Background: an optimization exercise with open tools, aiming at small area. Do not read the settings as production practice. RTL that was checked went through simulation tests only; none was proved equivalent to the original. Function not checked in runs 1 to 5: the RTL went through the layout flow alone. No activity file was given, so power comes from the tool's default toggle rates.

===== design.v =====
module sevenseg(data, show);
input [3:0] data;
output [6:0] show;
assign show[0] = (data[2] & ~data[1] & ~data[0]) | (~data[3] & ~data[2] & ~data[1] & data[0]);
assign show[1] = (data[2] & data[1] & ~data[0]) | (data[2] & ~data[1] & data[0]);
assign show[2] = (~data[3] & ~data[2] & data[1] & ~data[0]);
assign show[3] = (data[2] & ~data[1] & ~data[0]) | (data[2] & data[1] & data[0]) | (~data[3] & ~data[2] & ~data[1] & data[0]);
assign show[4] = (data[0]) | (data[2] & ~data[1]);
assign show[5] = (data[1] & data[0]) | (~data[3] & ~data[2] & data[0]) | (~data[3] & ~data[2] & data[1]);
assign show[6] = (~data[3] & ~data[2] & ~data[1]) | (data[3] & data[1]) | (data[2] & data[1] & data[0]);
endmodule
module sevenseg6(data, show);
input [2:0] data;
output [6:0] show;
assign show[0] = (~data[2] & ~data[1] & data[0]) | (data[2] & ~data[1] & ~data[0]);
assign show[1] = (data[2] & data[0]);
assign show[2] = (~data[2] & data[1] & ~data[0]);
assign show[3] = (~data[2] & ~data[1] & data[0]) | (data[2] & ~data[1] & ~data[0]);
assign show[4] = (data[0]) | (data[2] & ~data[1]);
assign show[5] = (~data[2] & data[0]) | (~data[2] & data[1]);
assign show[6] = (~data[2] & ~data[1]) | (data[2] & data[1]);
endmodule
module debounce(clk, rst, button, pressed);
input   clk, rst, button;
output  pressed;
reg  [8:0]  last;
parameter   QSTATE = 9'd67;    
wire q   = (last == QSTATE);
wire clr = rst | button;
wire fb  = ~(last[8] ^ last[4]);
assign pressed = q;
always @ (posedge clk)
begin
  last[0]   <= ~clr & (q | fb);
  last[8:1] <= (clr | q) ? 8'd0 : last[7:0];
end
endmodule
`timescale 1 ns/ 1 ns
module count(clk, rst, key_reset, key_start_pause, key_display,
                    hex0, hex1, hex2, hex3, hex4, hex5,
                    led0, led1, led2, led3                  );
input          clk, rst, key_reset, key_start_pause, key_display;
output  [6:0]  hex0, hex1, hex2, hex3, hex4, hex5;
output         led0, led1, led2, led3;
reg         working, counting, display;
reg [4:0]   cnt;
reg [3:0]   d0, d1, d2, d4;
reg [2:0]   d3, d5;
reg [3:0]   s0, s1, s2, s4;
reg [2:0]   s3, s5;
wire reset_set, start_set, display_set;
assign led0 = working;
assign led1 = counting;
assign led2 = display;
assign led3 = 1'b0;
sevenseg  led8_0(.data(s0), .show(hex0));
sevenseg  led8_1(.data(s1), .show(hex1));
sevenseg  led8_2(.data(s2), .show(hex2));
sevenseg6 led8_3(.data(s3), .show(hex3));
sevenseg  led8_4(.data(s4), .show(hex4));
sevenseg6 led8_5(.data(s5), .show(hex5));
debounce rst_key(.clk(clk), .rst(rst), .button(key_reset), .pressed(reset_set));
debounce stt(.clk(clk), .rst(rst), .button(key_start_pause), .pressed(start_set));
debounce dsp(.clk(clk), .rst(rst), .button(key_display), .pressed(display_set));
wire clr = rst | reset_set;
always @ (posedge clk)
begin
  working  <= ~clr & (start_set | working);
  counting <= ~clr & (start_set ^ counting);
  display  <= ~clr & (display_set ^ display);
end
wire pulse = (cnt == 5'd9);
wire run   = counting;
always @ (posedge clk)
begin
  cnt[0]   <= ~clr & (pulse ? run : (run ? ~(cnt[4] ^ cnt[2]) : cnt[0]));
  cnt[4:1] <= (clr | pulse) ? 4'd0 : (run ? cnt[3:0] : cnt[4:1]);
end
wire l0 = d0[3] & d0[1];
wire l1 = d1[3] & d1[1];
wire l2 = d2[3] & d2[1];
wire l3 = d3[2] & d3[1];
wire l4 = d4[3] & d4[1];
wire l5 = d5[2] & d5[1];
function [3:0] dec10;
  input [3:0] d;
  input       c, l;
  begin
    dec10[0] = d[0] ^ c;
    dec10[1] = ~l & (d[1] ^ (c & d[0]));
    dec10[2] = d[2] ^ (c & d[0] & d[1]);
    dec10[3] = ~l & (d[3] ^ (c & d[0] & d[1] & d[2]));
  end
endfunction
function [2:0] dec6;
  input [2:0] d;
  input       c, l;
  begin
    dec6[0] = d[0] ^ c;
    dec6[1] = ~l & (d[1] ^ (c & d[0]));
    dec6[2] = ~l & (d[2] ^ (c & d[0] & d[1]));
  end
endfunction
always @ (posedge clk)
begin
  d0 <= {4{~clr}} & dec10(d0, pulse, l0);
  d1 <= {4{~clr}} & dec10(d1, l0, l1);
  d2 <= {4{~clr}} & dec10(d2, l1, l2);
  d3 <= {3{~clr}} & dec6(d3, l2, l3);
  d4 <= {4{~clr}} & dec10(d4, l3, l4);
  d5 <= {3{~clr}} & dec6(d5, l4, l5);
end
wire hold = display & ~rst;
wire load = ~display & ~rst;
always @ (posedge clk)
begin
  s0 <= (s0 & {4{hold}}) | (d0 & {4{load}});
  s1 <= (s1 & {4{hold}}) | (d1 & {4{load}});
  s2 <= (s2 & {4{hold}}) | (d2 & {4{load}});
  s3 <= (s3 & {3{hold}}) | (d3 & {3{load}});
  s4 <= (s4 & {4{hold}}) | (d4 & {4{load}});
  s5 <= (s5 & {3{hold}}) | (d5 & {3{load}});
end
endmodule

===== run.sh =====
#!/bin/bash
# synth_recipe.tcl (not shown) runs the flow's synth.tcl, then flattens the netlist and writes it again
# the make line also repeats each setting of config.mk as NAME=value (left out here)
make -C /OpenROAD-flow-scripts/flow DESIGN_CONFIG=/design/flow/config.mk WORK_HOME=/design/flow/orfs CLKGATE_MAP_FILE= SYNTH_SCRIPT=/design/flow/synth_recipe.tcl finish

===== config.mk =====
export PLATFORM = sky130hd
export DESIGN_NAME = count
export DESIGN_NICKNAME = count
export VERILOG_FILES = /design/flow/design.v
export SDC_FILE = /design/flow/constraint.sdc
export NUM_CORES = 4
export LEC_CHECK = 0
export ABC_AREA = 1
export ABC_CLOCK_PERIOD_IN_PS = 100000
export CAP_MARGIN = 20
export CORE_MARGIN = 2
export CORE_UTILIZATION = 40
export SLEW_MARGIN = 20

===== constraint.sdc =====
create_clock -name core_clock -period 5.0 [get_ports {clk}]
set_input_delay 1.0000 -clock core_clock [delete_from_list [all_inputs] [get_ports {clk}]]
set_output_delay 1.0000 -clock core_clock [all_outputs]
set_load 0.01 [all_outputs]

==> results of run 1 <==
logic make-up (layout without fill, tap and decap cells):
| logic type | after synthesis | after routing | share of synthesized area (%) |
|---|---|---|---|
| buf+inv | 86 | 137 | 10.4 |
| simple gates | 216 | 216 | 26.5 |
| flops | 79 | 79 | 46.0 |
| mux | 3 | 3 | 0.874 |
| other cells | 1 | 1 | 0.109 |
| compound gates | 50 | 50 | 8.01 |
| fa+ha+maj | 22 | 22 | 8.01 |
state kept, by name, indices dropped and copies added, names as in the netlist:
name and flops:
d4 4, rst_key.last 9, d3 3, s4 4, counting 1, d2 4, display 1, s0 4
d5 3, s5 3, s3 3, working 1, s2 4, dsp.last 9, d1 4, d0 4
stt.last 9, cnt 5, s1 4
worst max-delay path: stages (launching register included):
cell	delay, ps
dfxtp_1	340
inv_1	70
ha_1	180
or2_2	280
o21a_1	120
clkdlybuf4s50_1	470
synth_stat cells:
library cell  number
nor2_1            84
dfxtp_1           79
inv_1             72
nand2_1           66
nand3_1           54
o21ai_0           34
ha_1              22
a21oi_1            6
a21o_1             5
buf_2              4
buf_4              4
nor3_1             4
or2_2              4
clkbuf_1           3
mux2i_1            3
a21boi_0           2
buf_6              2
nor3_2             2
o21a_1             2
conb_1             1
inv_2              1
nand2_2            1
nand4_1            1
o211ai_1           1
through the flow:
step	setup slack, ps	power, mW	hold slack (ps)
2_1_floorplan	2850	0.662	408
3_3_place_gp	2300	0.666	416
3_5_place_dp	2230	0.666	418
4_1_cts	2170	1.09	425
5_1_grt	2050	1.12	446
6_report	2200	1.07	422
layout make-up:
cell class,count,area [um^2]
Clock buffer,11,141
Clock inverter,4,32.5
Fill cell,840,4110
Inverter,73,274
Multi-Input combinational cell,292,1500
Sequential cell,79,1580
Tap cell,105,131
Timing Repair Buffer,49,490
metal layers:
layer | part of all wire [%] | global-route usage (%)
met1 | 50 | 17.3
met2 | 45 | 22.6
met3 | 3.3 | 3.40
met4 | 1.3 | 4.88
met5 | 0 | 0
report_power, final:
group          total (mW)  internal [mW]  leakage, nW  switching [mW]
logic              0.0191        0.00572         1.07          0.0133
clock network       0.422          0.193       0.0816           0.228
registers           0.632          0.631        0.637         0.00112
cell usage in the layout (no fill, tap or decap), types with 2 or more instances in the layout:
cell type        count
o21ai_0             34
dfxtp_1             79
mux2i_1              3
inv_1               72
nor2_1              84
o21a_1               2
a21oi_1              6
nor3_2               2
ha_1                22
clkdlybuf4s50_1     49
or2_2                4
nand2_1             66
a21o_1               5
clkinv_4             2
a21boi_0             2
nor3_1               4
clkbuf_8            10
nand3_1             54
clkinvlp_4           2
final timing paths:
| path | from | to |
|---|---|---|
| hold / removal | rst_key.last[0] | rst_key.last[1] |
| setup reg to reg | cnt[2] | d0[3] |
| hold reg to reg | rst_key.last[0] | rst_key.last[1] |
| setup / recovery | s3[1] | hex3[3] |
==> summary.md, run 1 <==
| Metric | Value |
|---|---|
| Status | complete, no violations |
| Core area | 0.00826 mm^2 |
| Post-Syn Area | 0.00343 mm^2 |
| Final instance area | 0.00415 mm^2 |
| Peak supply drop | 0.000144 V |
| Largest net degree at the start of global routing | 34 |
| Vias | 2812 |
| Share of cells above drive strength 1 | 4.33% |
| CTS Buffer Depth | 2 |
| Area growth syn-to-layout | 20.7% |
| Root Buffer | clkbuf_8 |
| Port Buffers | 49 |
| Hold Path Stages | 2 |
| Routed Antenna Nets | 0 |
| Post-Route Skew | 14.6 ps |
| First-pass GRT wire length | 10800 um |
| Distinct cells, synth | 24 |
| CP Max Fanout | 3 |
| Ant. Diodes | 0 |
| Synth warnings | 2 |
| Placement-stage cell area | 0.00397 mm^2 |
| Residual DRC count | 0 |
| Sink Count | 79 |
| Hpwl dp | 4400 um |
| Post-route minimum period | 2800 ps |
| Required time worst endpoint | 4000 ps |
| All-Layer GR Usage | 13.7% |
| CP arrival | 1800 ps |
| Final Cycle Share | 56.0% |
| Fmax | 357 MHz |
| Share of the synthesized area in the top cell type | 46.0% |
| # IOs | 51 |
| Routed vias/inst | 4.59 |
| Final Wtd Congestion | 0.811 |
| Final Core Density | 50.2% |
| TNS Setup | 0 ps |
| Hold Vio Cnt, Final | 0 |
| Leakage | 1.79 nW |
| Top area cells in the synthesized netlist | dfxtp_1 (46%), nor2_1 (9.2%), ha_1 (8.0%) |
| DP Cell Count | 598 |
| Slew Limit Fails | 0 |
| CTS tree | yes |
| Die height | 96.7 um |
| Slew @ Worst Pin | 709 ps |
| Reg2reg path depth | 9 |
| Hold Buf Count CTS | 0 |
| Worst R2R Setup Slack | 3400 ps |
| CP endpoint kind | output port |
| Slew Limit Headroom | 52.7% |
| Clk slew on worst S/H paths | 80 ps |
| WL final | 6120 um |
| RSZ-0062 raised after global routing | no |
| # setup viols final | 0 |
| Syn avg cell area | 7.52 um^2 |
| Initial core utilization | 41.6% |
| Seq/Total Area, Yosys | 46.0% |
| Number of global-route vias before repair | 2554 |
| Post-CTS Resized | 0 |
| Initial DRC count | 74 |
| CP Launch Type | flip-flop |
| Maximum Capacitance Violations | 0 |
| Initial antenna violation count | 0 |
| Setup bufs post-CTS | 0 |
| Gr ovfl total | 0 |
| Hold Crit Class | flip-flop to flip-flop |
| H-tree levels | 3 |
| Drt pass-1 iters | 4 |
| Routed len/inst | 9.99 um |
| CTS Buf Count | 9 |
| Clock Latency Late Sink | 340 ps |
| Yosys reg bits | 79 |
| Yosys top cell by area | dfxtp_1 |
| Mapped Cells | 457 |
| NumNets Final | 531 |
| DIE WIDTH | 96.7 um |
| Final std cells w/o fill | 613 |
| DIE AREA | 0.00934 mm^2 |
| Synth Net Count | 484 |
| Critical path class | flip-flop to output port |
| Power per cell area | 259 mW/mm^2 |
| Rows | 33 |
==> run 2, diff against run 1 <==
--- a/config.mk
+++ b/config.mk
@@ -11,3 +11,6 @@
 export CORE_MARGIN = 2
-export CORE_UTILIZATION = 40
+export CORE_UTILIZATION = 60
+export CTS_BUF_LIST = sky130_fd_sc_hd__clkbuf_2 sky130_fd_sc_hd__clkbuf_4
+export CTS_CLUSTER_DIAMETER = 100
+export CTS_CLUSTER_SIZE = 40
 export SLEW_MARGIN = 20
==> summary.md, run 2 <==
| Metric | Value |
|---|---|
| Status | complete, no violations |
| Drt pass-1 iters | 5 |
| Peak supply drop | 0.000228 V |
| Synth warnings | 2 |
| CTS tree | yes |
| Area growth syn-to-layout | 20.4% |
| Worst setup path start | s5[1] |
| Gr ovfl total | 0 |
| Number of global-route vias before repair | 2566 |
| Largest net degree at the start of global routing | 34 |
| Total Power | 1.16 mW |
| Top area cells in the synthesized netlist | dfxtp_1 (46%), nor2_1 (9.2%), ha_1 (8.0%) |
| Routed len/inst | 11.0 um |
| # IOs | 51 |
| # setup viols final | 0 |
| Critical path class | flip-flop to output port |
| Number of synthesized flops with an enable pin | 0 |
| CTS Buf Count | 9 |
| CP arrival | 1950 ps |
| Initial core utilization | 62.4% |
| Maximum Capacitance Violations | 0 |
| H-tree levels | 3 |
| Ys flop type | dfxtp_1 |
| Adder-Cell Fraction of Synth Area | 8.01% |
| Distinct cells, synth | 24 |
| Met1 Usage GRT | 26.4% |
| CP Launch Type | flip-flop |
| Synth Net Count | 484 |
| Pre-CTS setup slack | 2290 ps |
| Die height | 79.7 um |
| Post-CTS Resized | 0 |
| Clock Latency Late Sink | 430 ps |
| Residual DRC count | 0 |
| Core area | 0.00551 mm^2 |
| Vias | 2893 |
| Routed Antenna Nets | 0 |
| DIE AREA | 0.00635 mm^2 |
| Power per cell area | 282 mW/mm^2 |
| Setup bufs post-CTS | 0 |
| CTS Buffer Depth | 2 |
| Final Cycle Share | 59.0% |
| Yosys top cell by area | dfxtp_1 |
| Mapped Cells | 457 |
| All-Layer GR Usage | 22.2% |
| Share of the synthesized area in the top cell type | 46.0% |
| Ys async rst share | 0% |
| Required time worst endpoint | 4000 ps |
| Fmax | 339 MHz |
| Post-Syn Area | 0.00343 mm^2 |
| Post-synthesis mux area share | 0.874% |
| Port Buffers | 49 |
| Setup WS post-layout | 2050 ps |
| CP Max Fanout | 3 |
| Setup crit end | hex5[3] |
| Most common cell after layout, fill and taps aside | nor2_1 |
| WL final | 6370 um |
| Root Buffer | clkbuf_4 |
| Post-route minimum period | 2950 ps |
| Most used routing layer | met2 |
| Met3 Use GR | 4.64% |
| Hpwl dp | 4550 um |
| NumNets Final | 531 |
| Routed vias/inst | 4.98 |
| DIE WIDTH | 79.7 um |
| Worst R2R Setup Slack | 3400 ps |
| RSZ-0062 raised after global routing | no |
| Final Wtd Congestion | 0.741 |
| Reg2reg path depth | 9 |
| CP endpoint kind | output port |
| Hold Buf Count CTS | 0 |
| First-pass GRT wire length | 11000 um |
| Share of cells above drive strength 1 | 4.32% |
| Met2 Use GR | 38.2% |
| Rows | 27 |
| Leakage | 1.81 nW |
| Slew Limit Fails | 0 |
| Worst r2r dst | d0[3] |
| Worst r2r src | cnt[2] |
| Slew @ Worst Pin | 659 ps |
| Ant. Diodes | 0 |
| Simple-gate share of the synthesized area | 26.5% |
| Most instantiated cells after synthesis | nor2_1 (84), dfxtp_1 (79), inv_1 (72), nand2_1 (66), nand3_1 (54) |
| Syn avg cell area | 7.52 um^2 |
| Largest regs | dsp.last (9), rst_key.last (9), stt.last (9) |
| Sink Count | 79 |
| Post-Route Skew | 10.5 ps |
| Yosys reg bits | 79 |
| Seq/Total Area, Yosys | 46.0% |
| Hold Crit Class | flip-flop to flip-flop |
| Synth Area in Compound Gates | 8.01% |
| Initial DRC count | 157 |
| Largest family of logic cells by synthesized area | simple AND/OR/NAND/NOR gates |
| TNS Setup | 0 ps |
| Clk slew on worst S/H paths | 120 ps |
| Hold Vio Cnt, Final | 0 |
| Slew Limit Headroom | 56.0% |
| Initial antenna violation count | 0 |
| Most frequent cells in the layout | nor2_1 (84), dfxtp_1 (79), inv_1 (72) |
| Most frequent cell after synthesis | nor2_1 |
| Xor and xnor area share after synthesis | 0% |
## run 2: cell counts after synthesis
Identical to the previous run, type by type.
## run 2: worst max-delay path, cell delays in order (launching register included)
cell	delay [ps]
dfxtp_1	360
inv_1	80
ha_1	190
or2_2	280
o21a_1	120
clkdlybuf4s50_1	480
## run 2: through the flow
step | cell area (um^2) | utilization [%] | cells | hold WS, ps
after floorplan | 3430 | - | 457 | 408
after global placement | 3930 | 71.4 | 565 | 415
after detailed placement | 3930 | 71.4 | 565 | 422
after CTS | 4130 | 75.1 | 581 | 435
after global routing | 4130 | 75.1 | 581 | 455
final | 4130 | 75.1 | 581 | 436
## run 2: layer usage
metal,part of all wire (%),wire length (um),vias up
met5,0,0,-
met4,1.8,114,0
met3,4.7,297,10
met2,47,3020,72
met1,46,2930,1281
li1,-,-,1530
## run 2: how the worst min path moves through the flow
stage,from,to,slack (ps),depth (start not counted)
finish,dsp.last[1],dsp.last[2],440,2
global route,rst_key.last[2],rst_key.last[3],450,2
CTS,dsp.last[1],dsp.last[2],430,2
detailed placement,stt.last[1],stt.last[2],420,2
global placement,stt.last[6],stt.last[7],410,2
floorplan,rst_key.last[5],rst_key.last[6],410,2
## run 2: power breakdown
part | internal [mW] | total, mW | switching [mW]
registers | 0.631 | 0.633 | 0.00133
clock network | 0.300 | 0.512 | 0.212
logic | 0.00572 | 0.0193 | 0.0136
total | 0.937 | 1.16 | 0.227
## run 2: layout make-up
cell class / instances / area [um^2]
sequential: 79 / 1580
fill: 430 / 1370
multi-input combinational: 292 / 1500
clock inverter: 7 / 135
timing repair buffer: 49 / 490
inverter: 73 / 274
tap: 72 / 90.1
clock buffer: 9 / 67.6
## run 2: kinds of logic (layout without fill, tap and decap cells)
group,after synthesis,count (layout)
other cells,1,1
compound gates,50,50
flops,79,79
buf+inv,86,138
fa+ha+maj,22,22
simple gates,216,216
mux,3,3
==> run 3, diff against run 2 <==
==> flow/run.sh (new file) <==
#!/bin/bash
# Own layout flow: the standard layout (standard.sh), with
#  - synthesis mapped by ABC for area (my_synth.tcl, area.abc), no adder extraction;
#  - the smallest buffer on the ports;
#  - small clock buffers.
set -euo pipefail
W=$(pwd)
sed -e "s|SYNTH_SCRIPT=[^ ]*|SYNTH_SCRIPT=$W/flow/my_synth.tcl ADDER_MAP_FILE=|" standard.sh > own_standard.sh
bash own_standard.sh \
  "BUFFER_PORTS_ARGS=-buffer_cell sky130_fd_sc_hd__buf_1" \
  finish > make.log 2>&1
==> flow/area.abc (new file) <==
strash
&get -n
&st
&dch -f
&nf -R 1000
&put
topo
==> flow/my_synth.tcl (new file) <==
# Standard synthesis (synth_recipe.tcl), except that ABC maps with the area
# script beside this file and without a delay target.
set my_abc_script [file join [file dirname [file normalize [info script]]] area.abc]
proc synth {args} { yosys synth -nofsm -noshare {*}$args }
proc abc {args} {
  global my_abc_script
  set out {}
  set skip 0
  foreach a $args {
    if {$skip} { set skip 0; continue }
    if {$a eq "-script" || $a eq "-D"} { set skip 1; continue }
    lappend out $a
  }
  yosys abc -script $my_abc_script {*}$out
}
source $::env(SCRIPTS_DIR)/synth.tcl
# left out here: clear keep_hierarchy, flatten, clean up, hide names made inside functions, write 1_2_yosys.v
==> standard.sh (new file) <==
#!/bin/bash
# synth_recipe.tcl (not shown) runs the flow's synth.tcl, then flattens the netlist and writes it again
# the make line also repeats each setting of config.mk as NAME=value (left out here)
make -C /OpenROAD-flow-scripts/flow DESIGN_CONFIG=/design/flow/config.mk WORK_HOME=/design/flow/orfs CLKGATE_MAP_FILE= SYNTH_SCRIPT=/design/flow/synth_recipe.tcl "${@:-finish}"
==> config.mk (replaced) <==
export PLATFORM = sky130hd
export DESIGN_NAME = count
export DESIGN_NICKNAME = count
export VERILOG_FILES = /design/flow/design.v
export SDC_FILE = /design/flow/constraint.sdc
export NUM_CORES = 4
export LEC_CHECK = 0
export CAP_MARGIN = 20
export CORE_MARGIN = 2
export CORE_UTILIZATION = 50
export SLEW_MARGIN = 20
removed: run.sh
==> summary.md, run 3 <==
| Metric | Value |
|---|---|
| Ys flop type | dfxtp_1 |
| DIE AREA | 0.00655 mm^2 |
| Synth Net Count | 314 |
| Seq/Total Area, Yosys | 53.5% |
| Ant. Diodes | 0 |
| # IOs | 51 |
| Vias | 2324 |
| CTS Buffer Depth | 2 |
| Leakage | 1.28 nW |
| Post-Route Skew | 9.00 ps |
| Sink Count | 79 |
| Routed len/inst | 11.6 um |
| WL final | 5200 um |
| First-pass GRT wire length | 8500 um |
| Core area | 0.00582 mm^2 |
| H-tree levels | 3 |
| Yosys top cell by area | dfxtp_1 |
| Share of cells above drive strength 1 | 4.56% |
| Slew Limit Fails | 0 |
| Ys async rst share | 0% |
| Most frequent cell after synthesis | dfxtp_1 |
| Top area cells in the synthesized netlist | dfxtp_1 (53%), a22o_1 (6.5%), a21oi_1 (5.4%) |
| Largest regs | dsp.last (9), rst_key.last (9), stt.last (9) |
| Most instantiated cells after synthesis | dfxtp_1 (79), a21oi_1 (32), nor2_1 (32), and2_0 (23), a22o_1 (22) |
| CP arrival | 1380 ps |
| CP endpoint kind | output port |
| Clk slew on worst S/H paths | 80 ps |
| Synth warnings | 2 |
| Share of the synthesized area in the top cell type | 53.5% |
| Hpwl dp | 3430 um |
| CP Max Fanout | 8 |
| Port Buffers | 49 |
| Initial core utilization | 50.9% |
| Gr ovfl total | 0 |
| Required time worst endpoint | 4000 ps |
| TNS Setup | 0 ps |
| # setup viols final | 0 |
| Fmax | 420 MHz |
| CTS tree | yes |
| Post-CTS Resized | 0 |
| Area growth syn-to-layout | 16.3% |
| Number of global-route vias before repair | 1862 |
| Routed Antenna Nets | 0 |
| All-Layer GR Usage | 16.9% |
| Distinct cells, synth | 31 |
| Slew @ Worst Pin | 947 ps |
| Critical path class | flip-flop to output port |
| Hold Vio Cnt, Final | 0 |
| RSZ-0062 raised after global routing | no |
| Die height | 80.9 um |
| Slew Limit Headroom | 36.9% |
| Syn avg cell area | 9.57 um^2 |
| Root Buffer | clkbuf_8 |
| Mapped Cells | 309 |
| Peak supply drop | 0.000230 V |
| Number of synthesized flops with an enable pin | 0 |
| DIE WIDTH | 80.9 um |
| Final Wtd Congestion | 0.701 |
| Post-route minimum period | 2380 ps |
| Status | complete, no violations |
| Initial DRC count | 82 |
| Yosys reg bits | 79 |
| Worst hold margin | 451 ps |
| Hold Crit Class | flip-flop to flip-flop |
| Post-Syn Area | 0.00296 mm^2 |
| NumNets Final | 373 |
| Initial antenna violation count | 0 |
| Residual DRC count | 0 |
| Maximum Capacitance Violations | 0 |
| Largest net degree at the start of global routing | 28 |
| Setup WS post-layout | 2620 ps |
| CP Launch Type | flip-flop |
| Clock Latency Late Sink | 340 ps |
| Setup bufs post-CTS | 0 |
| Rows | 28 |
| Final Core Density | 59.2% |
| Most common cell after layout, fill and taps aside | dfxtp_1 |
| Routed vias/inst | 5.19 |
| Most frequent cells in the layout | dfxtp_1 (79), buf_1 (49), nor2_1 (32), a21oi_1 (32), and2_0 (23) |
| Pre-CTS setup slack | 2340 ps |
| CTS Buf Count | 9 |
| Power per cell area | 334 mW/mm^2 |
| Drt pass-1 iters | 4 |
| Hold Buf Count CTS | 0 |
| Final Cycle Share | 47.7% |
| Worst R2R Setup Slack | 2960 ps |
-- run 3: routing by layer --
layer / GRT usage [%] / share of wire, % / vias up
li1: - / - / 1239
met1: 22.2 / 53 / 1042
met2: 25.6 / 43 / 34
met3: 4.00 / 3.0 / 9
met4: 9.66 / 1.4 / 0
met5: 0 / 0 / -
-- run 3: worst paths after layout --
kind | start | endpoint | cells past startpoint
min reg2reg | stt.last[7] | stt.last[8] | 1
max | s4[1] | hex4[3] | 4
min | stt.last[7] | stt.last[8] | 1
max reg2reg | rst_key.last[3] | rst_key.last[7] | 4
-- run 3: cell families after synthesis --
logic type / share of synthesized area, %
and+or+nand+nor: 22.0
DFF: 53.5
AOI/OAI and AO/OA: 17.3
buffers and inverters: 1.78
xor gates and xnor gates: 2.67
adders and majority gates: 1.35
muxes: 1.35
other: 0.127
-- run 3: per-stage QoR --
stage          instances  total power [mW]  instance area, um^2
2_1_floorplan        309             0.656                 2960
3_3_place_gp         432             0.662                 3230
3_5_place_dp         432             0.662                 3230
4_1_cts              448              1.16                 3440
5_1_grt              448              1.19                 3440
6_report             448              1.15                 3440
-- run 3: final cells by class --
class	count	area, um^2
inverter	8	30.0
sequential	79	1580
clock inverter	6	85.1
timing repair buffer	51	199
fill	550	2370
clock buffer	10	128
multi-input combinational	219	1320
tap	75	93.8
-- run 3: critical path, stage by stage, from the launching register on --
cell and delay (ps):
dfxtp_1 380, nor3_1 280, nand2_1 100, o211ai_1 100
buf_1 170
-- run 3: report_power, final --
group | internal, mW | total (mW) | switching [mW]
Combinational | 0.00354 | 0.0149 | 0.0114
Clock | 0.279 | 0.501 | 0.222
Sequential | 0.631 | 0.632 | 0.00103
Total | 0.914 | 1.15 | 0.234
==> run 4, diff against run 3 <==
--- a/flow/run.sh
+++ b/flow/run.sh
@@ -10,2 +10,3 @@
   "BUFFER_PORTS_ARGS=-buffer_cell sky130_fd_sc_hd__buf_1" \
+  "CTS_ARGS=-sink_clustering_enable -repair_clock_nets -buf_list sky130_fd_sc_hd__clkbuf_4 -root_buf sky130_fd_sc_hd__clkbuf_4 -sink_clustering_size 40 -sink_clustering_max_diameter 300 -dont_use_dummy_load" \
   finish > make.log 2>&1
==> summary.md, run 4 <==
| Metric | Value |
|---|---|
| Status | complete, no violations |
| RSZ-0062 raised after global routing | no |
| Mapped Cells | 309 |
| Hold Path Stages | 1 |
| DIE AREA | 0.00655 mm^2 |
| Post-Route Skew | 34.3 ps |
| Initial DRC count | 101 |
| Fmax | 408 MHz |
| Most frequent cells in the layout | dfxtp_1 (79), buf_1 (49), nor2_1 (32), a21oi_1 (32), and2_0 (23) |
| Post-CTS Resized | 0 |
| Final Cycle Share | 49.0% |
| Largest regs | dsp.last (9), rst_key.last (9), stt.last (9) |
| Routed vias/inst | 5.25 |
| Distinct cells, synth | 31 |
| Switching part of the total power | 20.8% |
| Leakage | 1.22 nW |
| Ys async rst share | 0% |
| Seq/Total Area, Yosys | 53.5% |
| Post-route minimum period | 2450 ps |
| Required time worst endpoint | 4000 ps |
| Slew Limit Headroom | 37.6% |
| Clock Latency Late Sink | 400 ps |
| Syn avg cell area | 9.57 um^2 |
| Ant. Diodes | 0 |
| Pre-CTS setup slack | 2340 ps |
| Clk slew on worst S/H paths | 120 ps |
| CTS Buf Count | 9 |
| CP Launch Type | flip-flop |
| Number of synthesized flops with an enable pin | 0 |
| # IOs | 51 |
| Met3 Use GR | 3.33% |
| DIE WIDTH | 80.9 um |
| Yosys top cell by area | dfxtp_1 |
| Largest net degree at the start of global routing | 28 |
| Ys flop type | dfxtp_1 |
| Reg2reg path depth | 4 |
| CP arrival | 1450 ps |
| Vias | 2315 |
| Hold Vio Cnt, Final | 0 |
| Final Core Density | 56.7% |
| Sink Count | 79 |
| H-tree levels | 3 |
| Share of cells above drive strength 1 | 3.01% |
| Int Power | 0.719 mW |
| Hold Crit Class | flip-flop to flip-flop |
| Synth warnings | 2 |
| Peak supply drop | 0.000158 V |
| Synth Net Count | 314 |
| First-pass GRT wire length | 8400 um |
| Met2 Use GR | 25.5% |
| Hpwl dp | 3430 um |
| Sequential share of power | 69.7% |
| Slew Limit Fails | 0 |
| CTS tree | yes |
| Logic gate share of total power | 1.6% |
| Critical path class | flip-flop to output port |
| WL final | 5100 um |
| CTS Buffer Depth | 2 |
| Most used routing layer | met2 |
| Share of the synthesized area in the top cell type | 53.5% |
| Area growth syn-to-layout | 11.4% |
| CP Max Fanout | 8 |
| Hold Buf Count CTS | 0 |
| # setup viols final | 0 |
| Most frequent cell after synthesis | dfxtp_1 |
| Clk pwr share | 28.7% |
| Initial core utilization | 50.9% |
| Final Wtd Congestion | 0.701 |
| Initial antenna violation count | 0 |
| Drt pass-1 iters | 4 |
| Port Buffers | 49 |
| Routed len/inst | 11.6 um |
| Routed Antenna Nets | 0 |
| Psw | 0.189 mW |
| Gr ovfl total | 0 |
| Residual DRC count | 0 |
| Met1 Usage GRT | 22.1% |
| Setup bufs post-CTS | 0 |
| Most instantiated cells after synthesis | dfxtp_1 (79), a21oi_1 (32), nor2_1 (32), and2_0 (23), a22o_1 (22) |
| TNS Setup | 0 ps |
| Number of global-route vias before repair | 1851 |
| Core area | 0.00582 mm^2 |
| Yosys reg bits | 79 |
| Top area cells in the synthesized netlist | dfxtp_1 (53%), a22o_1 (6.5%), a21oi_1 (5.4%) |
| Root Buffer | clkbuf_4 |
| Die height | 80.9 um |
| Post-Syn Area | 0.00296 mm^2 |
| Rows | 28 |
| CP endpoint kind | output port |
| All-Layer GR Usage | 16.6% |
| Setup WS post-layout | 2550 ps |
| Maximum Capacitance Violations | 0 |
| Power per cell area | 275 mW/mm^2 |
| Most common cell after layout, fill and taps aside | dfxtp_1 |
| Slew @ Worst Pin | 936 ps |
| NumNets Final | 373 |
## run 4: area by class of cell
class	instances	area (um^2)
Multi-Input combinational cell	219	1320
Sequential cell	79	1580
Fill cell	568	2520
Tap cell	75	93.8
Timing Repair Buffer	51	199
Inverter	8	30.0
Clock buffer	9	67.6
## run 4: critical path, stage by stage, from the launching register on
cell and delay [ps]:
dfxtp_1 400, nor3_1 280, nand2_1 100, o211ai_1 100, buf_1 170
## run 4: worst paths after layout
kind | from | endpoint | slack, ps
worst max-delay path | s4[1] | hex4[3] | 2550
worst min-delay path | stt.last[7] | stt.last[8] | 420
worst max register to register | rst_key.last[3] | rst_key.last[7] | 2960
worst min register to register | stt.last[7] | stt.last[8] | 420
## run 4: kinds of logic (layout without fill, tap and decap cells)
group                    Yosys count  count (layout)  share of synthesized area, %
multiplexers                       4               4                          1.35
AND/OR/NAND/NOR                  124             124                          22.0
buffers and inverters             11              68                          1.78
flip-flops                        79              79                          53.5
adder cells (fa/ha/maj)            4               4                          1.35
AO/OA/AOI/OAI                     77              77                          17.3
XOR/XNOR                           9               9                          2.67
other                              1               1                         0.127
## run 4: through the flow
stage / total power [mW] / cells / cell area, um^2 / hold slack [ps]
2_1_floorplan: 0.656 / 309 / 2960 / 422
3_3_place_gp: 0.662 / 432 / 3230 / 437
3_5_place_dp: 0.662 / 432 / 3230 / 442
4_1_cts: 0.921 / 441 / 3300 / 424
5_1_grt: 0.944 / 441 / 3300 / 465
6_report: 0.907 / 441 / 3300 / 423
## run 4: layer usage
layer | share of wire (%) | wire length (um)
met1 | 51 | 2620
met3 | 4.1 | 208
met5 | 0 | 0
met4 | 1.7 | 89
met2 | 43 | 2190
## run 4: power by group through the flow
stage | clock [mW] | combinational, mW | sequential (mW)
6_report | 0.260 | 0.0149 | 0.632
5_1_grt | 0.294 | 0.0173 | 0.633
4_1_cts | 0.273 | 0.0154 | 0.632
3_5_place_dp | 0 | 0.0154 | 0.647
3_3_place_gp | 0 | 0.0154 | 0.647
2_1_floorplan | 0 | 0.00955 | 0.646
==> run 5, diff against run 4 <==
--- a/flow/run.sh
+++ b/flow/run.sh
@@ -10,3 +10,3 @@
   "BUFFER_PORTS_ARGS=-buffer_cell sky130_fd_sc_hd__buf_1" \
-  "CTS_ARGS=-sink_clustering_enable -repair_clock_nets -buf_list sky130_fd_sc_hd__clkbuf_4 -root_buf sky130_fd_sc_hd__clkbuf_4 -sink_clustering_size 40 -sink_clustering_max_diameter 300 -dont_use_dummy_load" \
+  "CTS_ARGS=-sink_clustering_enable -repair_clock_nets -buf_list sky130_fd_sc_hd__clkbuf_8 -root_buf sky130_fd_sc_hd__clkbuf_8 -sink_clustering_size 80 -sink_clustering_max_diameter 500 -dont_use_dummy_load" \
   finish > make.log 2>&1
==> summary.md, run 5 <==
| Metric | Value |
|---|---|
| Root Buffer | clkbuf_8 |
| Drt pass-1 iters | 4 |
| Ys async rst share | 0% |
| DIE WIDTH | 80.9 um |
| Most instantiated cells after synthesis | dfxtp_1 (79), a21oi_1 (32), nor2_1 (32), and2_0 (23), a22o_1 (22) |
| Setup bufs post-CTS | 0 |
| Die height | 80.9 um |
| CTS Buf Count | 9 |
| Final std cells w/o fill | 441 |
| Distinct cells, synth | 31 |
| Slew Limit Fails | 0 |
| Routed vias/inst | 5.26 |
| Reg2reg path depth | 4 |
| Power per cell area | 297 mW/mm^2 |
| Met3 WL | 170 um |
| Worst R2R Setup Slack | 2950 ps |
| RSZ-0062 raised after global routing | no |
| Placement-stage cell area | 0.00323 mm^2 |
| # setup viols final | 0 |
| First-pass GRT wire length | 8460 um |
| Vias | 2320 |
| Uppermost layer routed | met4 |
| Slowest stage delay, CP | 380 ps |
| Met1 WL | 2640 um |
| CP Launch Type | flip-flop |
| All-Layer GR Usage | 16.7% |
| Largest net degree at the start of global routing | 28 |
| DIE AREA | 0.00655 mm^2 |
| Worst r2r dst | rst_key.last[7] |
| Seq/Total Area, Yosys | 53.5% |
| Sink Count | 79 |
| CTS tree | yes |
| Initial core utilization | 50.9% |
| Mapped Cells | 309 |
| NumNets Final | 373 |
| Metal2 WL | 2250 um |
| Maximum Capacitance Violations | 0 |
| Final Core Density | 57.6% |
| Post-CTS Resized | 0 |
| Worst r2r src | rst_key.last[3] |
| Share of cells above drive strength 1 | 3.01% |
| Top area cells in the synthesized netlist | dfxtp_1 (53%), a22o_1 (6.5%), a21oi_1 (5.4%) |
| Ant. Diodes | 0 |
| Final Wtd Congestion | 0.701 |
| Slew @ Worst Pin | 949 ps |
| Synth Net Count | 314 |
| CP arrival | 1380 ps |
| Critical path class | flip-flop to output port |
| Worst Path Buf+Inv | 1 |
| Gr ovfl total | 0 |
| Number of global-route vias before repair | 1856 |
| Core area | 0.00582 mm^2 |
| Fmax | 420 MHz |
| Hold Crit Start | stt.last[7] |
| Final instance area | 0.00335 mm^2 |
| WL final | 5160 um |
| Largest delay share family, worst path | flip-flops |
| Clock Latency Late Sink | 340 ps |
| Synth warnings | 2 |
| Leakage | 1.24 nW |
| CP Max Fanout | 8 |
| Post-Syn Area | 0.00296 mm^2 |
| Slew Limit Headroom | 36.7% |
| Clk slew on worst S/H paths | 80 ps |
| Routed Antenna Nets | 0 |
| H-tree levels | 3 |
| Largest regs | dsp.last (9), rst_key.last (9), stt.last (9) |
| Final Cycle Share | 47.6% |
| Port Buffers | 49 |
| TNS Setup | 0 ps |
| Slowest CP cell | dfxtp_1 |
| Routed len/inst | 11.7 um |
| Post-Route Skew | 20.3 ps |
| Most frequent cells in the layout | dfxtp_1 (79), buf_1 (49), nor2_1 (32), a21oi_1 (32), and2_0 (23) |
| Hold Path Stages | 1 |
| DP Cell Count | 432 |
| Number of synthesized flops with an enable pin | 0 |
| Most frequent cell after synthesis | dfxtp_1 |
| Area growth syn-to-layout | 13.3% |
| CTS Buffer Depth | 2 |
| Rows | 28 |
| Hold Crit Class | flip-flop to flip-flop |
| CP endpoint kind | output port |
| Peak supply drop | 0.000205 V |
| Share of the synthesized area in the top cell type | 53.5% |
| Hold Vio Cnt, Final | 0 |
| Syn avg cell area | 9.57 um^2 |
| Yosys top cell by area | dfxtp_1 |
| Most common cell after layout, fill and taps aside | dfxtp_1 |
| Ys flop type | dfxtp_1 |
| Hpwl dp | 3430 um |
| Total Power | 0.997 mW |
| Hold Buf Count CTS | 0 |
| Post-route minimum period | 2380 ps |
| Yosys reg bits | 79 |
| Residual DRC count | 0 |
| Initial antenna violation count | 0 |
| Initial DRC count | 95 |
| Required time worst endpoint | 4000 ps |
| CP Depth | 4 |
| Status | complete, no violations |
| Worst path cell trace | nor3_1 -> nand2_1 -> o211ai_1 -> buf_1 |
| Worst Hold Endpoint | stt.last[8] |
| # IOs | 51 |
run 5: cell counts after synthesis:
No cell type changed its count.
run 5: worst max path at each step:
stage	from	end	slack, ps
after floorplan	s5[0]	hex5[3]	2890
after global placement	rst	rst_key.last[1]	2390
final	s4[1]	hex4[3]	2620
after CTS	s4[1]	hex4[3]	2620
after detailed placement	rst	rst_key.last[3]	2340
after global routing	s4[1]	hex4[3]	2500
run 5: per-layer routing:
layer,global-route usage (%),vias up
li1,-,1231
met1,22.3,1039
met2,25.5,40
met3,3.67,10
met4,8.64,0
met5,0,-
run 5: layout make-up:
type / count / area [um^2]
fill: 564 / 2460
sequential: 79 / 1580
multi-input combinational: 219 / 1320
timing repair buffer: 51 / 199
clock buffer: 9 / 124
tap: 75 / 93.8
inverter: 8 / 30.0
run 5: through the flow:
step / hold slack [ps] / worst slack [ps]
2_1_floorplan: 422 / 2890
3_3_place_gp: 437 / 2390
3_5_place_dp: 442 / 2340
4_1_cts: 437 / 2620
5_1_grt: 472 / 2500
6_report: 434 / 2620
run 5: report_power, final:
part           internal [mW]  switching [mW]
sequential             0.631         0.00103
combinational        0.00353          0.0115
clock                  0.161           0.189
total                  0.796           0.201
run 5: logic make-up (layout without fill, tap and decap cells):
logic type               after synthesis  in the layout  share of synthesized area, %
AND/OR/NAND/NOR                      124            124                          22.0
flip-flops                            79             79                          53.5
AO/OA/AOI/OAI                         77             77                          17.3
buffers and inverters                 11             68                          1.78
XOR/XNOR                               9              9                          2.67
adder cells (fa/ha/maj)                4              4                          1.35
multiplexers                           4              4                          1.35
other                                  1              1                         0.127
run 5: worst register-to-register path, stage by stage, from the launching register on:
cell and delay [ps]:
dfxtp_1 320, nor4_1 290, a41o_1 850, nor2_1 260, and2_0 240
==> run 6, diff against run 5 <==
--- a/design.v
+++ b/design.v
@@ -25,12 +25,11 @@
 output  pressed;
-reg  [8:0]  last;
-parameter   QSTATE = 9'd67;    
-wire q   = (last == QSTATE);
-wire clr = rst | button;
-wire fb  = ~(last[8] ^ last[4]);
-assign pressed = q;
+reg         pressed;
+reg [8:0]   last;
+parameter   TERM = 9'd33;    
+wire term = (last == TERM);
+wire clr  = rst | button | term;
 always @ (posedge clk)
 begin
-  last[0]   <= ~clr & (q | fb);
-  last[8:1] <= (clr | q) ? 8'd0 : last[7:0];
+  last    <= clr ? 9'd0 : {last[7:0], ~(last[8] ^ last[4])};
+  pressed <= ~(rst | button) & term;
 end
@@ -45,2 +44,3 @@
 reg         working, counting, display;
+reg         pulse;
 reg [4:0]   cnt;
@@ -55,7 +55,7 @@
 assign led3 = 1'b0;
-sevenseg  led8_0(.data(s0), .show(hex0));
-sevenseg  led8_1(.data(s1), .show(hex1));
-sevenseg  led8_2(.data(s2), .show(hex2));
+sevenseg led8_0(.data(s0), .show(hex0));
+sevenseg led8_1(.data(s1), .show(hex1));
+sevenseg led8_2(.data(s2), .show(hex2));
 sevenseg6 led8_3(.data(s3), .show(hex3));
-sevenseg  led8_4(.data(s4), .show(hex4));
+sevenseg led8_4(.data(s4), .show(hex4));
 sevenseg6 led8_5(.data(s5), .show(hex5));
@@ -65,2 +65,3 @@
 wire clr = rst | reset_set;
+wire tterm = (cnt == 5'd20);    
 always @ (posedge clk)
@@ -70,54 +71,28 @@
   display  <= ~clr & (display_set ^ display);
+  pulse    <= ~clr & counting & tterm;
+  if (clr | (counting & tterm)) cnt <= 5'd0;
+  else if (counting) cnt <= {cnt[3:0], ~(cnt[4] ^ cnt[2])};
 end
-wire pulse = (cnt == 5'd9);
-wire run   = counting;
+wire c0 = pulse, c1 = (d0 == 4'd10), c2 = (d1 == 4'd10), c3 = (d2 == 4'd10),
+     c4 = (d3 == 3'd6), c5 = (d4 == 4'd10), c6 = (d5 == 3'd6);
 always @ (posedge clk)
 begin
-  cnt[0]   <= ~clr & (pulse ? run : (run ? ~(cnt[4] ^ cnt[2]) : cnt[0]));
-  cnt[4:1] <= (clr | pulse) ? 4'd0 : (run ? cnt[3:0] : cnt[4:1]);
+  if (clr) begin
+    d0 <= 0; d1 <= 0; d2 <= 0; d3 <= 0; d4 <= 0; d5 <= 0;
+  end else begin
+    d0 <= c0 ? d0 + 4'd1 : c1 ? 4'd0 : d0;
+    d1 <= c1 ? d1 + 4'd1 : c2 ? 4'd0 : d1;
+    d2 <= c2 ? d2 + 4'd1 : c3 ? 4'd0 : d2;
+    d3 <= c3 ? d3 + 3'd1 : c4 ? 3'd0 : d3;
+    d4 <= c4 ? d4 + 4'd1 : c5 ? 4'd0 : d4;
+    d5 <= c5 ? d5 + 3'd1 : c6 ? 3'd0 : d5;
+  end
 end
-wire l0 = d0[3] & d0[1];
-wire l1 = d1[3] & d1[1];
-wire l2 = d2[3] & d2[1];
-wire l3 = d3[2] & d3[1];
-wire l4 = d4[3] & d4[1];
-wire l5 = d5[2] & d5[1];
-function [3:0] dec10;
-  input [3:0] d;
-  input       c, l;
-  begin
-    dec10[0] = d[0] ^ c;
-    dec10[1] = ~l & (d[1] ^ (c & d[0]));
-    dec10[2] = d[2] ^ (c & d[0] & d[1]);
-    dec10[3] = ~l & (d[3] ^ (c & d[0] & d[1] & d[2]));
-  end
-endfunction
-function [2:0] dec6;
-  input [2:0] d;
-  input       c, l;
-  begin
-    dec6[0] = d[0] ^ c;
-    dec6[1] = ~l & (d[1] ^ (c & d[0]));
-    dec6[2] = ~l & (d[2] ^ (c & d[0] & d[1]));
-  end
-endfunction
 always @ (posedge clk)
 begin
-  d0 <= {4{~clr}} & dec10(d0, pulse, l0);
-  d1 <= {4{~clr}} & dec10(d1, l0, l1);
-  d2 <= {4{~clr}} & dec10(d2, l1, l2);
-  d3 <= {3{~clr}} & dec6(d3, l2, l3);
-  d4 <= {4{~clr}} & dec10(d4, l3, l4);
-  d5 <= {3{~clr}} & dec6(d5, l4, l5);
-end
-wire hold = display & ~rst;
-wire load = ~display & ~rst;
-always @ (posedge clk)
-begin
-  s0 <= (s0 & {4{hold}}) | (d0 & {4{load}});
-  s1 <= (s1 & {4{hold}}) | (d1 & {4{load}});
-  s2 <= (s2 & {4{hold}}) | (d2 & {4{load}});
-  s3 <= (s3 & {3{hold}}) | (d3 & {3{load}});
-  s4 <= (s4 & {4{hold}}) | (d4 & {4{load}});
-  s5 <= (s5 & {3{hold}}) | (d5 & {3{load}});
+  if (rst) begin
+    s0 <= 0; s1 <= 0; s2 <= 0; s3 <= 0; s4 <= 0; s5 <= 0;
+  end else if (~display) begin
+    s0 <= d0; s1 <= d1; s2 <= d2; s3 <= d3; s4 <= d4; s5 <= d5;
+  end
 end
==> run.sh (new file) <==
#!/bin/bash
# synth_recipe.tcl (not shown) runs the flow's synth.tcl, then flattens the netlist and writes it again
# the make line also repeats each setting of config.mk as NAME=value (left out here)
make -C /OpenROAD-flow-scripts/flow DESIGN_CONFIG=/design/flow/config.mk WORK_HOME=/design/flow/orfs CLKGATE_MAP_FILE= SYNTH_SCRIPT=/design/flow/synth_recipe.tcl finish
--- a/config.mk
+++ b/config.mk
@@ -7,5 +7,7 @@
 export LEC_CHECK = 0
+export ABC_AREA = 1
+export ABC_CLOCK_PERIOD_IN_PS = 100000
 export CAP_MARGIN = 20
 export CORE_MARGIN = 2
-export CORE_UTILIZATION = 50
+export CORE_UTILIZATION = 40
 export SLEW_MARGIN = 20
removed: flow/run.sh
removed: flow/area.abc
removed: flow/my_synth.tcl
removed: standard.sh
==> summary.md, run 6 <==
| Metric | Value |
|---|---|
| CP arrival | 1820 ps |
| Post-CTS Resized | 0 |
| Yosys top cell by area | dfxtp_1 |
| Sequential Area | 0.00166 mm^2 |
| Clock Latency Late Sink | 350 ps |
| Peak supply drop | 0.000169 V |
| Hold Vio Cnt, Final | 0 |
| DIE WIDTH | 101 um |
| Post-Route Skew | 7.62 ps |
| Pre-CTS setup slack | 2550 ps |
| Slowest stage delay, CP | 470 ps |
| Ys flop type | dfxtp_1 |
| Share of the synthesized area in the top cell type | 44.1% |
| Xor and xnor area share after synthesis | 1.86% |
| Worst path cell trace | inv_1 -> ha_1 -> or2_2 -> o21a_1 -> clkdlybuf4s50_1 |
| Required time worst endpoint | 4000 ps |
| Post-route minimum period | 2820 ps |
| Sink Count | 83 |
| Top area cells in the synthesized netlist | dfxtp_1 (44%), nor2_1 (9.9%), inv_1 (6.5%) |
| RSZ-0062 raised after global routing | no |
| NumNets Final | 559 |
| Initial antenna violation count | 0 |
| Rows | 35 |
| Adder-Cell Fraction of Synth Area | 5.98% |
| CP Max Fanout | 3 |
| Die height | 101 um |
| Post-Syn Area | 0.00377 mm^2 |
| WL final | 6770 um |
| Setup bufs post-CTS | 0 |
| First-pass GRT wire length | 12000 um |
| Slew Limit Fails | 0 |
| Mapped Cells | 488 |
| Initial core utilization | 41.0% |
| Leakage | 1.83 nW |
| Fmax | 355 MHz |
| Hpwl dp | 4960 um |
| Synth Area in Compound Gates | 11.7% |
| Most common cell after layout, fill and taps aside | nor2_1 |
| TNS Setup | 0 ps |
| Routed vias/inst | 4.63 |
| # IOs | 51 |
| Critical path class | flip-flop to output port |
| Yosys reg bits | 83 |
| CTS Buffer Depth | 2 |
| # setup viols final | 0 |
| All-Layer GR Usage | 14.3% |
| Seq/Total Area, Yosys | 44.1% |
| Fill count | 937 |
| Hold Buf Count CTS | 0 |
| Worst Path Buf+Inv | 2 |
| Core area | 0.00920 mm^2 |
| Largest delay share family, worst path | buffers and inverters |
| Number of synthesized flops with an enable pin | 0 |
| Hold Crit Class | flip-flop to flip-flop |
| CTS Buf Count | 9 |
| Final Cycle Share | 56.4% |
| Setup WS post-layout | 2180 ps |
| Routed len/inst | 10.4 um |
| Largest family of logic cells by synthesized area | simple AND/OR/NAND/NOR gates |
| Clk slew on worst S/H paths | 90 ps |
| Distinct cells, synth | 32 |
| Most frequent cell after synthesis | nor2_1 |
| Largest net degree at the start of global routing | 33 |
| Multi-input logic area | 0.00173 mm^2 |
| Root Buffer | clkbuf_8 |
| Ys async rst share | 0% |
| Power per cell area | 279 mW/mm^2 |
| Ant. Diodes | 0 |
| DIE AREA | 0.0102 mm^2 |
| Area growth syn-to-layout | 20.8% |
| Final Wtd Congestion | 0.814 |
| Status | complete, no violations |
| Share of cells above drive strength 1 | 7.95% |
| Largest regs | dsp.last (9), rst_key.last (9), stt.last (9) |
| Residual DRC count | 0 |
| Most instantiated cells after synthesis | nor2_1 (99), dfxtp_1 (83), inv_1 (65), nand2_1 (60), nand3_1 (34) |
| CP Launch Type | flip-flop |
| Simple-gate share of the synthesized area | 25.4% |
| Syn avg cell area | 7.72 um^2 |
| Number of global-route vias before repair | 2814 |
| Most frequent cells in the layout | nor2_1 (99), dfxtp_1 (83), inv_1 (65) |
| Drt pass-1 iters | 4 |
| Synth Net Count | 511 |
| CP endpoint kind | output port |
| Synth warnings | 2 |
| Routed Antenna Nets | 0 |
| Post-synthesis mux area share | 0.797% |
| H-tree levels | 3 |
| Vias | 3016 |
| Maximum Capacitance Violations | 0 |
| CTS tree | yes |
| Slowest CP cell | clkdlybuf4s50_1 |
| Port Buffers | 49 |
| Initial DRC count | 91 |
| Gr ovfl total | 0 |
==> run 6: changes by cell type after synthesis, sizes merged, moves of 13 or more <==
cell   previous run  this run
and2             23         0
o21ai             7        24
inv               0        71
nand3             5        38
a22o             22         0
nand2            12        64
ha                0        18
and3             13         0
nor2             32       101
==> run 6: path summary, 6_finish.rpt <==
| path | end | start | slack, ps | depth (start not counted) |
|---|---|---|---|---|
| worst max-delay path | hex3[3] | s3[1] | 2180 | 5 |
| worst min-delay path | rst_key.last[6] | rst_key.last[5] | 430 | 2 |
| worst max register to register | d0[1] | d0[0] | 3750 | 4 |
| worst min register to register | rst_key.last[6] | rst_key.last[5] | 430 | 2 |
==> run 6: cell type report <==
type	count	area share, %
tap	111	3.05
multi-input combinational	320	38.0
clock inverter	6	2.45
clock buffer	10	3.03
inverter	71	5.86
timing repair buffer	51	11.1
sequential	83	36.5
==> run 6: cells by family (layout without fill, tap and decap cells) <==
logic type	after synthesis	after routing
AND/OR/NAND/NOR	218	218
other	1	1
adder cells (fa/ha/maj)	18	18
XOR/XNOR	8	8
multiplexers	3	3
flip-flops	83	83
AO/OA/AOI/OAI	72	72
buffers and inverters	85	138
==> run 6: metal layers <==
layer	vias to the layer above	wire [um]	share of wire [%]	global-route usage [%]
li1	1641	-	-	-
met5	-	0	0	0
met4	0	111	1.6	6.24
met1	1318	3580	53	19.1
met3	12	243	3.6	2.64
met2	45	2840	42	22.7
==> run 6: through the flow <==
step	std cells	hold slack [ps]	cell area (um^2)	util (%)	power (mW)
floorplan	488	408	3770	-	0.697
global placement	636	414	4300	46.7	0.702
detailed placement	636	421	4300	46.7	0.702
CTS	652	435	4550	49.5	1.29
global route	652	448	4550	49.5	1.31
finish	652	431	4550	49.5	1.27
==> run 6: power by group <==
part	total (mW)	internal, mW	switching [mW]
Combinational	0.0223	0.00686	0.0154
Sequential	0.663	0.662	0.000803
Clock	0.585	0.346	0.239
==> run 6: worst register-to-register path: stages (launching register included) <==
cell and delay [ps]:
dfxtp_1 430, inv_1 70, ha_1 270, or2_2 290, a21oi_1 130

==> static timing again, ports no longer ideal <==
The flow's constraints put no driver on any port. The routed layouts listed below were extracted and timed again, unchanged, in two steps.
Step 1: set_driving_cell puts a clkbuf_16 on clk and a buf_2 on each other input, an assumption about the parent block.
Step 2 times the ports against the registers' clock, not the clock port: input delays grow and output delays shrink by t, the midpoint of the rising clock arrivals with the driver on.
a / b / c = ideal ports / drivers / drivers and shift; a / b = the first two.
| run | t, ns | setup WS [ns] | worst register clock-pin slew, ns |
|---|---|---|---|
| run 1 | 0.363 | 2.198 / 2.169 / 2.268 | 0.09 / 0.09 |
| run 2 | 0.452 | 2.052 / 2.027 / 2.339 | 0.12 / 0.12 |
| run 3 | 0.365 | 2.617 / 2.590 / 2.409 | 0.08 / 0.08 |
| run 4 | 0.410 | 2.551 / 2.525 / 2.430 | 0.12 / 0.12 |
| run 5 | 0.360 | 2.620 / 2.593 / 2.387 | 0.08 / 0.08 |
| run 6 | 0.374 | 2.182 / 2.153 / 2.527 | 0.09 / 0.09 |
After both steps setup and hold are still met in every run listed. The setup slack of run 5, which loses most, moves by -0.027 ns with the drivers and by -0.233 ns with both steps.
